This design comes from an exercise in tuning for small area, a short achievable clock period and few clock cycles per item on the open sky130 flow, not from production work.
No activity file was given, so power comes from the tool's default toggle rates.

==> inputs of delta <==
==> flow/design.v <==
`timescale 1ns / 1ps
module Control(
    input [1:0] Opcode,
    output [7:0] CtrlSign
    );
	assign CtrlSign = (Opcode == 2'b00) ? 8'b11000001 :
					(Opcode == 2'b01) ? 8'b01101010 :
					(Opcode == 2'b10) ? 8'b00100100 :
					8'b00010000;
endmodule
`timescale 1ns / 1ps
module State_Control(
    input [1:0] State,
    output State_Reg_Write,
    output State_Memory,
    output State_PC
    );
	assign State_Memory = (State == 2'b00);
	assign State_Reg_Write = (State == 2'b01);
	assign State_PC = (State == 2'b10);
endmodule
`timescale 1ns / 1ps
module Freq_Div(
    input CLK_IN,
    input RST,
    output reg [1:0] State
    );
	always @(posedge CLK_IN or posedge RST) begin
		if(RST) begin
			State <= 2'b00;
		end else begin
			if(State == 2'b10) begin
				State <= 2'b00;
			end else begin
				State <= State + 2'b01;
			end
		end
	end
endmodule
`timescale 1ns / 1ps
module PC(
    input CLK,
    input RST,
    input Jump,
    input [7:0] Imm,
    output reg [7:0] PCout
    );
	always @(posedge CLK or posedge RST) begin
		if(RST) begin
			PCout <= 0;
		end else begin
			PCout <= PCout + 8'd1 + (Jump ? Imm : 8'd0);
		end
	end
endmodule
`timescale 1ns / 1ps
module MUX(
    input [7:0] NumA,
    input [7:0] NumB,
    input Select,
    output [7:0] Result
    );
	assign Result = (Select == 1'b0) ? NumA : NumB;
endmodule
`timescale 1ns / 1ps
module Reg_Data_Select_Converter(
    input [3:0] IN,
    output reg [1:0] OUT
    );
	always @(*) begin
		if(IN[0] == 1) begin
			OUT = 2'b00;
		end else if(IN[1] == 1) begin
			OUT = 2'b01;
		end else if(IN[2] == 1) begin
			OUT = 2'b10;
		end else if(IN[3] == 1) begin
			OUT = 2'b11;
		end else begin
			OUT = 2'b00;
		end
	end
endmodule
`timescale 1ns / 1ps
module Registers(
    input CLK,
    input RST,
    input [1:0] Read_Reg1,
    input [1:0] Read_Reg2,
    input [1:0] Write_Reg,
    input [7:0] Reg_Write_Data,
    input RegWrite,
    input [7:0] Result,
	input [3:0] SEL_REG,
	output [6:0] SEG_High,
	output [6:0] SEG_Low,
    output [4:0] Low0,
    output [4:0] Low1,
    output [4:0] Low2,
    output [4:0] Low3,
    output [7:0] Read_Data1,
    output [7:0] Read_Data2,
    output reg [7:0] Reg_Write_Data_Save
    );
	reg [7:0] register0;
	reg [7:0] register1;
	reg [7:0] register2;
	reg [7:0] register3;
	assign Low0 = register0[4:0];
	assign Low1 = register1[4:0];
	assign Low2 = register2[4:0];
	assign Low3 = register3[4:0];
	assign Read_Data1 = (Read_Reg1 == 2'b00) ? register0 :
						(Read_Reg1 == 2'b01) ? register1 :
						(Read_Reg1 == 2'b10) ? register2 :
						register3;
	assign Read_Data2 = (Read_Reg2 == 2'b00) ? register0 :
						(Read_Reg2 == 2'b01) ? register1 :
						(Read_Reg2 == 2'b10) ? register2 :
						register3;
	wire [6:0] s0h, s0l, s1h, s1l, s2h, s2l, s3h, s3l;
	v7_Segment V0H(.hex(register0[7:4]), .seg(s0h));
	v7_Segment V0L(.hex(register0[3:0]), .seg(s0l));
	v7_Segment V1H(.hex(register1[7:4]), .seg(s1h));
	v7_Segment V1L(.hex(register1[3:0]), .seg(s1l));
	v7_Segment V2H(.hex(register2[7:4]), .seg(s2h));
	v7_Segment V2L(.hex(register2[3:0]), .seg(s2l));
	v7_Segment V3H(.hex(register3[7:4]), .seg(s3h));
	v7_Segment V3L(.hex(register3[3:0]), .seg(s3l));
	wire p0 = SEL_REG[0] | (SEL_REG[3:1] == 3'b000);
	wire p1 = ~SEL_REG[0] & SEL_REG[1];
	wire p2 = ~SEL_REG[0] & ~SEL_REG[1] & SEL_REG[2];
	wire p3 = ~SEL_REG[0] & ~SEL_REG[1] & ~SEL_REG[2] & SEL_REG[3];
	assign SEG_High = ({7{p0}} & s0h) | ({7{p1}} & s1h) | ({7{p2}} & s2h) | ({7{p3}} & s3h);
	assign SEG_Low  = ({7{p0}} & s0l) | ({7{p1}} & s1l) | ({7{p2}} & s2l) | ({7{p3}} & s3l);
	always @(posedge CLK) begin
		if(RST) begin
			register0 <= 0;
			register1 <= 0;
			register2 <= 0;
			register3 <= 0;
		end else if(RegWrite == 1'b1) begin
			case(Write_Reg)
				2'b00 : register0 <= Reg_Write_Data;
				2'b01 : register1 <= Reg_Write_Data;
				2'b10 : register2 <= Reg_Write_Data;
				2'b11 : register3 <= Reg_Write_Data;
			endcase
		end
	end
	always @(posedge CLK or posedge RST) begin
		if(RST) begin
			Reg_Write_Data_Save <= 0;
		end else begin
			Reg_Write_Data_Save <= Result;
		end
	end
endmodule
`timescale 1ns / 1ps
module ALU(
    input [7:0] NumA,
    input [7:0] NumB,
    input ALUOP,
    output [7:0] Result
    );
	assign Result = NumA + NumB;
endmodule
`timescale 1ns / 1ps
module v8_to_5_Compressor(
    input [4:0] R0,
    input [4:0] R1,
    input [4:0] R2,
    input [4:0] R3,
    input [1:0] rs,
    input [1:0] imm,
    output [31:0] Line
    );
	function [3:0] dec2(input [1:0] v);
		dec2 = 4'b0001 << v;
	endfunction
	function [7:0] dec3(input [2:0] v);
		dec3 = 8'b00000001 << v;
	endfunction
	wire [3:0] L0 = dec2(R0[1:0]), L1 = dec2(R1[1:0]), L2 = dec2(R2[1:0]), L3 = dec2(R3[1:0]);
	wire [7:0] H0 = dec3(R0[4:2]), H1 = dec3(R1[4:2]), H2 = dec3(R2[4:2]), H3 = dec3(R3[4:2]);
	wire [3:0] r = dec2(rs);
	wire [3:0] k = dec2(imm);
	wire [3:0] L = ({4{r[0]}} & L0) | ({4{r[1]}} & L1) | ({4{r[2]}} & L2) | ({4{r[3]}} & L3);
	wire [7:0] H = ({8{r[0]}} & H0) | ({8{r[1]}} & H1) | ({8{r[2]}} & H2) | ({8{r[3]}} & H3);
	wire [3:0] Lr = ({4{k[0]}} & L) | ({4{k[1]}} & {L[2:0], L[3]}) |
	                ({4{k[2]}} & {L[1:0], L[3:2]}) | ({4{k[3]}} & {L[0], L[3:1]});
	wire c = (k[1] & L[3]) | (k[2] & (L[2] | L[3])) | (k[3] & ~L[0]);
	wire up   = c & ~imm[1];
	wire down = ~c & imm[1];
	wire keep = ~(up | down);
	wire [7:0] Hr = ({8{keep}} & H) | ({8{up}} & {H[6:0], H[7]}) | ({8{down}} & {H[0], H[7:1]});
	genvar i;
	generate
		for(i = 0; i < 32; i = i + 1) begin : line
			assign Line[i] = Lr[i % 4] & Hr[i / 4];
		end
	endgenerate
endmodule
`timescale 1ns / 1ps
module Data_Memory(
    input CLK,
    input RST,
    input [31:0] Line,
    input [7:0] Write_Data,
    input MemWrite,
    output [7:0] Read_Data
    );
	reg [255:0] mem;
	wire [7:0] wd_lo = Write_Data & {8{~RST}};
	wire [7:0] wd_hi = Write_Data | {8{RST}};
	genvar i;
	generate
		for(i = 0; i < 32; i = i + 1) begin : word
			wire [7:0] init = (i < 16) ? i : (16 - i);
			wire       en   = RST | (MemWrite & Line[i]);
			always @(posedge CLK) begin
				if(en) begin
					mem[8*i +: 8] <= (init & wd_hi) | (~init & wd_lo);
				end
			end
		end
	endgenerate
	reg [7:0] rd;
	integer j;
	always @(*) begin
		rd = 8'd0;
		for(j = 0; j < 32; j = j + 1)
			rd = rd | (mem[8*j +: 8] & {8{Line[j]}});
	end
	assign Read_Data = rd;
endmodule
`timescale 1ns / 1ps
module Sign_Extend(
    input [1:0] IN,
    output [7:0] OUT
    );
	assign OUT = (IN[1] == 1) ? 8'b11111100 + IN : 8'b00000000 + IN;
endmodule
module v7_Segment(input [3:0] hex, output [6:0] seg); wire [3:0] h = hex;
assign seg[0] = ~((~h[3] & ~h[2] & ~h[1] & h[0]) | (~h[3] & h[2] & ~h[1] & ~h[0]) | (h[3] & ~h[2] & h[1] & h[0]) | (h[3] & h[2] & ~h[1] & h[0]));
assign seg[1] = ~((~h[3] & h[2] & ~h[1] & h[0]) | (h[3] & h[2] & ~h[0]) | (h[3] & h[1] & h[0]) | (h[2] & h[1] & ~h[0]));
assign seg[2] = ~((~h[3] & ~h[2] & h[1] & ~h[0]) | (h[3] & h[2] & h[1]) | (h[3] & h[2] & ~h[0]));
assign seg[3] = ~((~h[3] & ~h[2] & ~h[1] & h[0]) | (~h[3] & h[2] & ~h[1] & ~h[0]) | (h[3] & ~h[2] & h[1] & ~h[0]) | (h[2] & h[1] & h[0]));
assign seg[4] = ~((~h[3] & h[2] & ~h[1]) | (~h[3] & h[0]) | (~h[2] & ~h[1] & h[0]));
assign seg[5] = ~((~h[3] & ~h[2] & h[1]) | (~h[3] & ~h[2] & h[0]) | (~h[3] & h[1] & h[0]) | (h[3] & h[2] & ~h[1] & h[0]));
assign seg[6] = ~((~h[3] & ~h[2] & ~h[1]) | (~h[3] & h[2] & h[1] & h[0]) | (h[3] & h[2] & ~h[1] & ~h[0]));
endmodule
`timescale 1ns / 1ps
module Microprocessor(
    input [7:0] Instruction,
    input CLK_IN,
    input RST,
	input [3:0] SEL_REG,
    output [7:0] Read_Address,	 
    output [6:0] SEG1,   
	output [6:0] SEG2,	 
	output [6:0] SEG3,   
	output [6:0] SEG4,	 
	output [6:0] SEG5,   
	output [6:0] SEG6	 
    );
	wire [1:0] op = Instruction[7:6];
	wire [1:0] rs = Instruction[5:4];
	wire [1:0] rt = Instruction[3:2];
	wire [1:0] rd = Instruction[1:0];
	wire [7:0] Imm;
	wire [7:0] Read_Data1, Read_Data2, Read_Data;
	wire [7:0] Reg_Write_Data_Save;
	wire [4:0] Low0, Low1, Low2, Low3;
	wire [31:0] Line;
	Sign_Extend SE1(.IN(Instruction[1:0]), .OUT(Imm));
	wire is_load  = (op == 2'b01);
	wire is_store = (op == 2'b10);
	wire is_jump  = (op == 2'b11);
	wire [7:0] Sum  = Read_Data1 + Read_Data2;	 
	wire [7:0] Addr = Read_Data1 + Imm;		 
	wire [7:0] Result = is_load ? Read_Data : (is_store ? Addr : Sum);
	PC P1(.CLK(CLK_IN), .RST(RST), .Jump(is_jump), .Imm(Imm), .PCout(Read_Address));
	Registers R1(.CLK(CLK_IN), .RST(RST), .Read_Reg1(rs), .Read_Reg2(rt),
				.Write_Reg(is_load ? rt : rd), .Reg_Write_Data(is_load ? Read_Data : Sum),
				.RegWrite(op[1] == 1'b0), .Result(Result),
				.Low0(Low0), .Low1(Low1), .Low2(Low2), .Low3(Low3),
				.Read_Data1(Read_Data1), .Read_Data2(Read_Data2),
				.Reg_Write_Data_Save(Reg_Write_Data_Save),
				.SEL_REG(SEL_REG), .SEG_High(SEG5), .SEG_Low(SEG6));
	v8_to_5_Compressor COMP1(.R0(Low0), .R1(Low1), .R2(Low2), .R3(Low3),
				.rs(rs), .imm(Instruction[1:0]), .Line(Line));
	Data_Memory D1(.CLK(CLK_IN), .RST(RST), .Line(Line),
				.Write_Data(Read_Data2), .MemWrite(is_store), .Read_Data(Read_Data));
	v7_Segment V1(.hex(Reg_Write_Data_Save[7:4]), .seg(SEG1));
	v7_Segment V2(.hex(Reg_Write_Data_Save[3:0]), .seg(SEG2));
	v7_Segment V3(.hex(Read_Address[7:4]), .seg(SEG3));
	v7_Segment V4(.hex(Read_Address[3:0]), .seg(SEG4));
endmodule
==> flow/flow/run.sh <==
#!/bin/bash
# The standard layout (standard.sh), with the standard synthesis run
# unchanged first. The layout steps then run with:
#  - plain buffers (buf_2) on the ports instead of delay-cell buffers,
#  - timing repair allowed to change a cell's footprint (sky130hd's
#    config.mk restricts the floorplan and CTS repairs to same-footprint
#    swaps).
set -euo pipefail
bash standard.sh synth > synth.log 2>&1
bash standard.sh "BUFFER_PORTS_ARGS=-buffer_cell sky130_fd_sc_hd__buf_2" MATCH_CELL_FOOTPRINT=0 finish > layout.log 2>&1
==> flow/standard.sh <==
#!/bin/bash
# synth_recipe.tcl (not shown) runs the flow's synth.tcl, then flattens the netlist and writes it again
# the make line also repeats each setting of config.mk as NAME=value (left out here)
make -C /OpenROAD-flow-scripts/flow DESIGN_CONFIG=/design/flow/config.mk WORK_HOME=/design/flow/orfs CLKGATE_MAP_FILE= SYNTH_SCRIPT=/design/flow/synth_recipe.tcl "${@:-finish}"
==> flow/config.mk <==
export PLATFORM = sky130hd
export DESIGN_NAME = Microprocessor
export DESIGN_NICKNAME = Microprocessor
export VERILOG_FILES = /design/flow/design.v
export SDC_FILE = /design/flow/constraint.sdc
export NUM_CORES = 4
export LEC_CHECK = 0
export CAP_MARGIN = 20
export CORE_MARGIN = 2
export CORE_UTILIZATION = 40
export SETUP_SLACK_MARGIN = 2
export SLEW_MARGIN = 20
==> flow/constraint.sdc <==
create_clock -name core_clock -period 6.0 [get_ports {CLK_IN}]
set_input_delay 1.2000 -clock core_clock [delete_from_list [all_inputs] [get_ports {CLK_IN}]]
set_output_delay 1.2000 -clock core_clock [all_outputs]
set_load 0.01 [all_outputs]
==> fjord (differences from delta) <==
==> flow/design.v (replaced) <==
`timescale 1ns / 1ps
module Control(
    input [1:0] Opcode,
    output [7:0] CtrlSign
    );
	assign CtrlSign = (Opcode == 2'b00) ? 8'b11000001 :
					(Opcode == 2'b01) ? 8'b01101010 :
					(Opcode == 2'b10) ? 8'b00100100 :
					8'b00010000;
endmodule
`timescale 1ns / 1ps
module State_Control(
    input [1:0] State,
    output State_Reg_Write,
    output State_Memory,
    output State_PC
    );
	assign State_Memory = (State == 2'b00);
	assign State_Reg_Write = (State == 2'b01);
	assign State_PC = (State == 2'b10);
endmodule
`timescale 1ns / 1ps
module Freq_Div(
    input CLK_IN,
    input RST,
    output reg [1:0] State
    );
	always @(posedge CLK_IN or posedge RST) begin
		if(RST) begin
			State <= 2'b00;
		end else begin
			if(State == 2'b10) begin
				State <= 2'b00;
			end else begin
				State <= State + 2'b01;
			end
		end
	end
endmodule
`timescale 1ns / 1ps
module PC(
    input CLK,
    input RST,
    input Jump,
    input [7:0] Imm,
    output reg [7:0] PCout
    );
	always @(posedge CLK or posedge RST) begin
		if(RST) begin
			PCout <= 0;
		end else begin
			PCout <= PCout + 8'd1 + (Jump ? Imm : 8'd0);
		end
	end
endmodule
`timescale 1ns / 1ps
module MUX(
    input [7:0] NumA,
    input [7:0] NumB,
    input Select,
    output [7:0] Result
    );
	assign Result = (Select == 1'b0) ? NumA : NumB;
endmodule
`timescale 1ns / 1ps
module Reg_Data_Select_Converter(
    input [3:0] IN,
    output reg [1:0] OUT
    );
	always @(*) begin
		if(IN[0] == 1) begin
			OUT = 2'b00;
		end else if(IN[1] == 1) begin
			OUT = 2'b01;
		end else if(IN[2] == 1) begin
			OUT = 2'b10;
		end else if(IN[3] == 1) begin
			OUT = 2'b11;
		end else begin
			OUT = 2'b00;
		end
	end
endmodule
`timescale 1ns / 1ps
module Registers(
    input CLK,
    input RST,
    input [1:0] Read_Reg1,
    input [1:0] Read_Reg2,
    input [1:0] Write_Reg,
    input [7:0] Reg_Write_Data,
    input RegWrite,
    input [7:0] Result,
	input [1:0] Reg_Data_Select,
	output [7:0] Reg_Data,
    output [7:0] Read_Data1,
    output [7:0] Read_Data2,
    output reg [7:0] Reg_Write_Data_Save
    );
	reg [7:0] register0;
	reg [7:0] register1;
	reg [7:0] register2;
	reg [7:0] register3;
	assign Read_Data1 = (Read_Reg1 == 2'b00) ? register0 :
						(Read_Reg1 == 2'b01) ? register1 :
						(Read_Reg1 == 2'b10) ? register2 :
						register3;
	assign Read_Data2 = (Read_Reg2 == 2'b00) ? register0 :
						(Read_Reg2 == 2'b01) ? register1 :
						(Read_Reg2 == 2'b10) ? register2 :
						register3;
	assign Reg_Data = (Reg_Data_Select == 2'b00) ? register0 :
					  (Reg_Data_Select == 2'b01) ? register1 :
					  (Reg_Data_Select == 2'b10) ? register2 :
					  register3;
	always @(posedge CLK) begin
		if(RST) begin
			register0 <= 0;
			register1 <= 0;
			register2 <= 0;
			register3 <= 0;
		end else if(RegWrite == 1'b1) begin
			case(Write_Reg)
				2'b00 : register0 <= Reg_Write_Data;
				2'b01 : register1 <= Reg_Write_Data;
				2'b10 : register2 <= Reg_Write_Data;
				2'b11 : register3 <= Reg_Write_Data;
			endcase
		end
	end
	always @(posedge CLK or posedge RST) begin
		if(RST) begin
			Reg_Write_Data_Save <= 0;
		end else begin
			Reg_Write_Data_Save <= Result;
		end
	end
endmodule
`timescale 1ns / 1ps
module ALU(
    input [7:0] NumA,
    input [7:0] NumB,
    input ALUOP,
    output [7:0] Result
    );
	assign Result = NumA + NumB;
endmodule
`timescale 1ns / 1ps
module v8_to_5_Compressor(
    input [7:0] Address8bits,
    output [4:0] Address5bits
    );
	assign Address5bits = Address8bits[4:0];
endmodule
`timescale 1ns / 1ps
module Data_Memory(
    input CLK,
    input RST,
    input [4:0] Address,
    input [7:0] Write_Data,
    input MemWrite,
    output [7:0] Read_Data
    );
	reg [255:0] mem;
	wire [7:0] wd_lo = Write_Data & {8{~RST}};
	wire [7:0] wd_hi = Write_Data | {8{RST}};
	genvar i;
	generate
		for(i = 0; i < 32; i = i + 1) begin : word
			wire [7:0] init = (i < 16) ? i : (16 - i);
			wire       en   = RST | (MemWrite && Address == i);
			always @(posedge CLK) begin
				if(en) begin
					mem[8*i +: 8] <= (init & wd_hi) | (~init & wd_lo);
				end
			end
		end
	endgenerate
	assign Read_Data = mem[8*Address +: 8];
endmodule
`timescale 1ns / 1ps
module Sign_Extend(
    input [1:0] IN,
    output [7:0] OUT
    );
	assign OUT = (IN[1] == 1) ? 8'b11111100 + IN : 8'b00000000 + IN;
endmodule
`timescale 1ns / 1ps
module v7_Segment(
    input [3:0] hex,
    output reg [6:0] seg
    );
	always @(*) begin
		case(hex)
			4'b0000 : seg = 7'b0111111;
			4'b0001 : seg = 7'b0000110;
			4'b0010 : seg = 7'b1011011;
			4'b0011 : seg = 7'b1001111;
			4'b0100 : seg = 7'b1100110;
			4'b0101 : seg = 7'b1101101;
			4'b0110 : seg = 7'b1111101;
			4'b0111 : seg = 7'b0000111;
			4'b1000 : seg = 7'b1111111;
			4'b1001 : seg = 7'b1101111;
			4'b1010 : seg = 7'b1110111;
			4'b1011 : seg = 7'b1111100;
			4'b1100 : seg = 7'b0111001;
			4'b1101 : seg = 7'b1011110;
			4'b1110 : seg = 7'b1111001;
			4'b1111 : seg = 7'b1110001;
		endcase
	end
endmodule
`timescale 1ns / 1ps
module Microprocessor(
    input [7:0] Instruction,
    input CLK_IN,
    input RST,
	input [3:0] SEL_REG,
    output [7:0] Read_Address,	 
    output [6:0] SEG1,   
	output [6:0] SEG2,	 
	output [6:0] SEG3,   
	output [6:0] SEG4,	 
	output [6:0] SEG5,   
	output [6:0] SEG6	 
    );
	wire [1:0] op = Instruction[7:6];
	wire [1:0] rs = Instruction[5:4];
	wire [1:0] rt = Instruction[3:2];
	wire [1:0] rd = Instruction[1:0];
	wire [7:0] Imm;
	wire [7:0] Read_Data1, Read_Data2, Read_Data;
	wire [7:0] Reg_Data;
	wire [7:0] Reg_Write_Data_Save;
	wire [1:0] Reg_Data_Select;
	Sign_Extend SE1(.IN(Instruction[1:0]), .OUT(Imm));
	wire is_load  = (op == 2'b01);
	wire is_store = (op == 2'b10);
	wire is_jump  = (op == 2'b11);
	wire [7:0] Sum  = Read_Data1 + Read_Data2;	 
	wire [7:0] Addr = Read_Data1 + Imm;		 
	wire [7:0] Result = is_load ? Read_Data : (is_store ? Addr : Sum);
	PC P1(.CLK(CLK_IN), .RST(RST), .Jump(is_jump), .Imm(Imm), .PCout(Read_Address));
	Reg_Data_Select_Converter RDSC1(.IN(SEL_REG), .OUT(Reg_Data_Select));
	Registers R1(.CLK(CLK_IN), .RST(RST), .Read_Reg1(rs), .Read_Reg2(rt),
				.Write_Reg(is_load ? rt : rd), .Reg_Write_Data(is_load ? Read_Data : Sum),
				.RegWrite(op[1] == 1'b0), .Result(Result),
				.Read_Data1(Read_Data1), .Read_Data2(Read_Data2),
				.Reg_Write_Data_Save(Reg_Write_Data_Save),
				.Reg_Data_Select(Reg_Data_Select), .Reg_Data(Reg_Data));
	Data_Memory D1(.CLK(CLK_IN), .RST(RST), .Address(Addr[4:0]),
				.Write_Data(Read_Data2), .MemWrite(is_store), .Read_Data(Read_Data));
	v7_Segment V1(.hex(Reg_Write_Data_Save[7:4]), .seg(SEG1));
	v7_Segment V2(.hex(Reg_Write_Data_Save[3:0]), .seg(SEG2));
	v7_Segment V3(.hex(Read_Address[7:4]), .seg(SEG3));
	v7_Segment V4(.hex(Read_Address[3:0]), .seg(SEG4));
	v7_Segment V5(.hex(Reg_Data[7:4]), .seg(SEG5));
	v7_Segment V6(.hex(Reg_Data[3:0]), .seg(SEG6));
endmodule
==> flow/run.sh (new file) <==
#!/bin/bash
# synth_recipe.tcl (not shown) runs the flow's synth.tcl, then flattens the netlist and writes it again
# the make line also repeats each setting of config.mk as NAME=value (left out here)
make -C /OpenROAD-flow-scripts/flow DESIGN_CONFIG=/design/flow/config.mk WORK_HOME=/design/flow/orfs CLKGATE_MAP_FILE= SYNTH_SCRIPT=/design/flow/synth_recipe.tcl finish
--- a/flow/config.mk
+++ b/flow/config.mk
@@ -8,5 +8,5 @@
 export CAP_MARGIN = 20
 export CORE_MARGIN = 2
 export CORE_UTILIZATION = 40
-export SETUP_SLACK_MARGIN = 2
+export SETUP_SLACK_MARGIN = 0
 export SLEW_MARGIN = 20
removed: flow/flow/run.sh
removed: flow/standard.sh
==> run notes <==
metric	fjord	delta
Result of the run	no timing/DRC/antenna violations	no timing/DRC/antenna violations
Number of vias after detailed routing	9,315	13,800
Horizontal extent of the die	199 um	206 um
Cell with the biggest individual delay on the critical path	sky130_fd_sc_hd__clkdlybuf4s50_1	sky130_fd_sc_hd__or4_4
Vias in the first global route	8,999	12,300
Worst voltage drop across the vdd grid	0.185 mV	0.253 mV
Met1 usage	26.7%	35.5%
TritonRoute pass-1 iters	5	8
Filler cell count	3,318	3,608
Period Utilization, post-route	94.9%	66.3%
Total area of multi-input combinational cells	6050 sq um	7740 sq um
Clk Latency, worst-skew pair	0.59 ns	0.56 ns
Buffers outside the clock class	85	158
Depth of the critical timing path with buffers and inverters included	10	16
Worst slack at placement	0.401 ns	0.260 ns
Pwr dens	327 nW/um^2	309 nW/um^2
Floorplan die height	199 um	206 um
Global-route wire length before repair	55.4 mm	80.8 mm
Final weighted congestion in routability-driven placement	0.840	0.939
Routed length per instance	21.8 um	26.4 um
Basic-gate share of the synthesized area counting and, or, nand and nor cells	8.16%	14.6%
Least setup slack across all paths after layout	0.303 ns	2.02 ns
Highest Clock Rate	176 MHz	251 MHz
Vias/cell	5.52	6.44
Transition time at the pin with the least slew margin	0.989 ns	1.02 ns
Metal3 WL	2.15 mm	5.35 mm
Required time reported for the critical path endpoint	4.80 ns	6.42 ns
No run of this note included a check of the RTL's function; only the layout flow was run.

what the ideal ports hide:
Ports are ideal in the flow. The routed layouts listed here were re-timed in OpenROAD.
Step 1 assumes that a clkbuf_16 drives the clock port and a buf_2 every other input.
Step 2 also shifts input and output timing later by t, the mid clock arrival at the registers, as if the neighbouring blocks saw the same clock.
a / b / c = ideal / step 1 / step 2; a / b = the first two.
| run | t (ns) | slack for setup (ns) | hold slack, ns | latest minus earliest clock arrival (ns) | worst data-port slew with drivers (ns) |
|---|---|---|---|---|---|
| delta | 0.605 | 2.022 / 1.935 / 1.331 | 0.606 / 0.606 / 0.606 | 0.010 / 0.011 | 0.14 |
| fjord | 0.615 | 0.303 / 0.280 / 0.280 | 0.508 / 0.508 / 0.508 | 0.048 / 0.049 | 0.05 |
After both steps every run listed still meets setup and hold. For delta, which loses most, drivers alone change the setup slack by -0.087 ns; drivers and shift together by -0.691 ns.
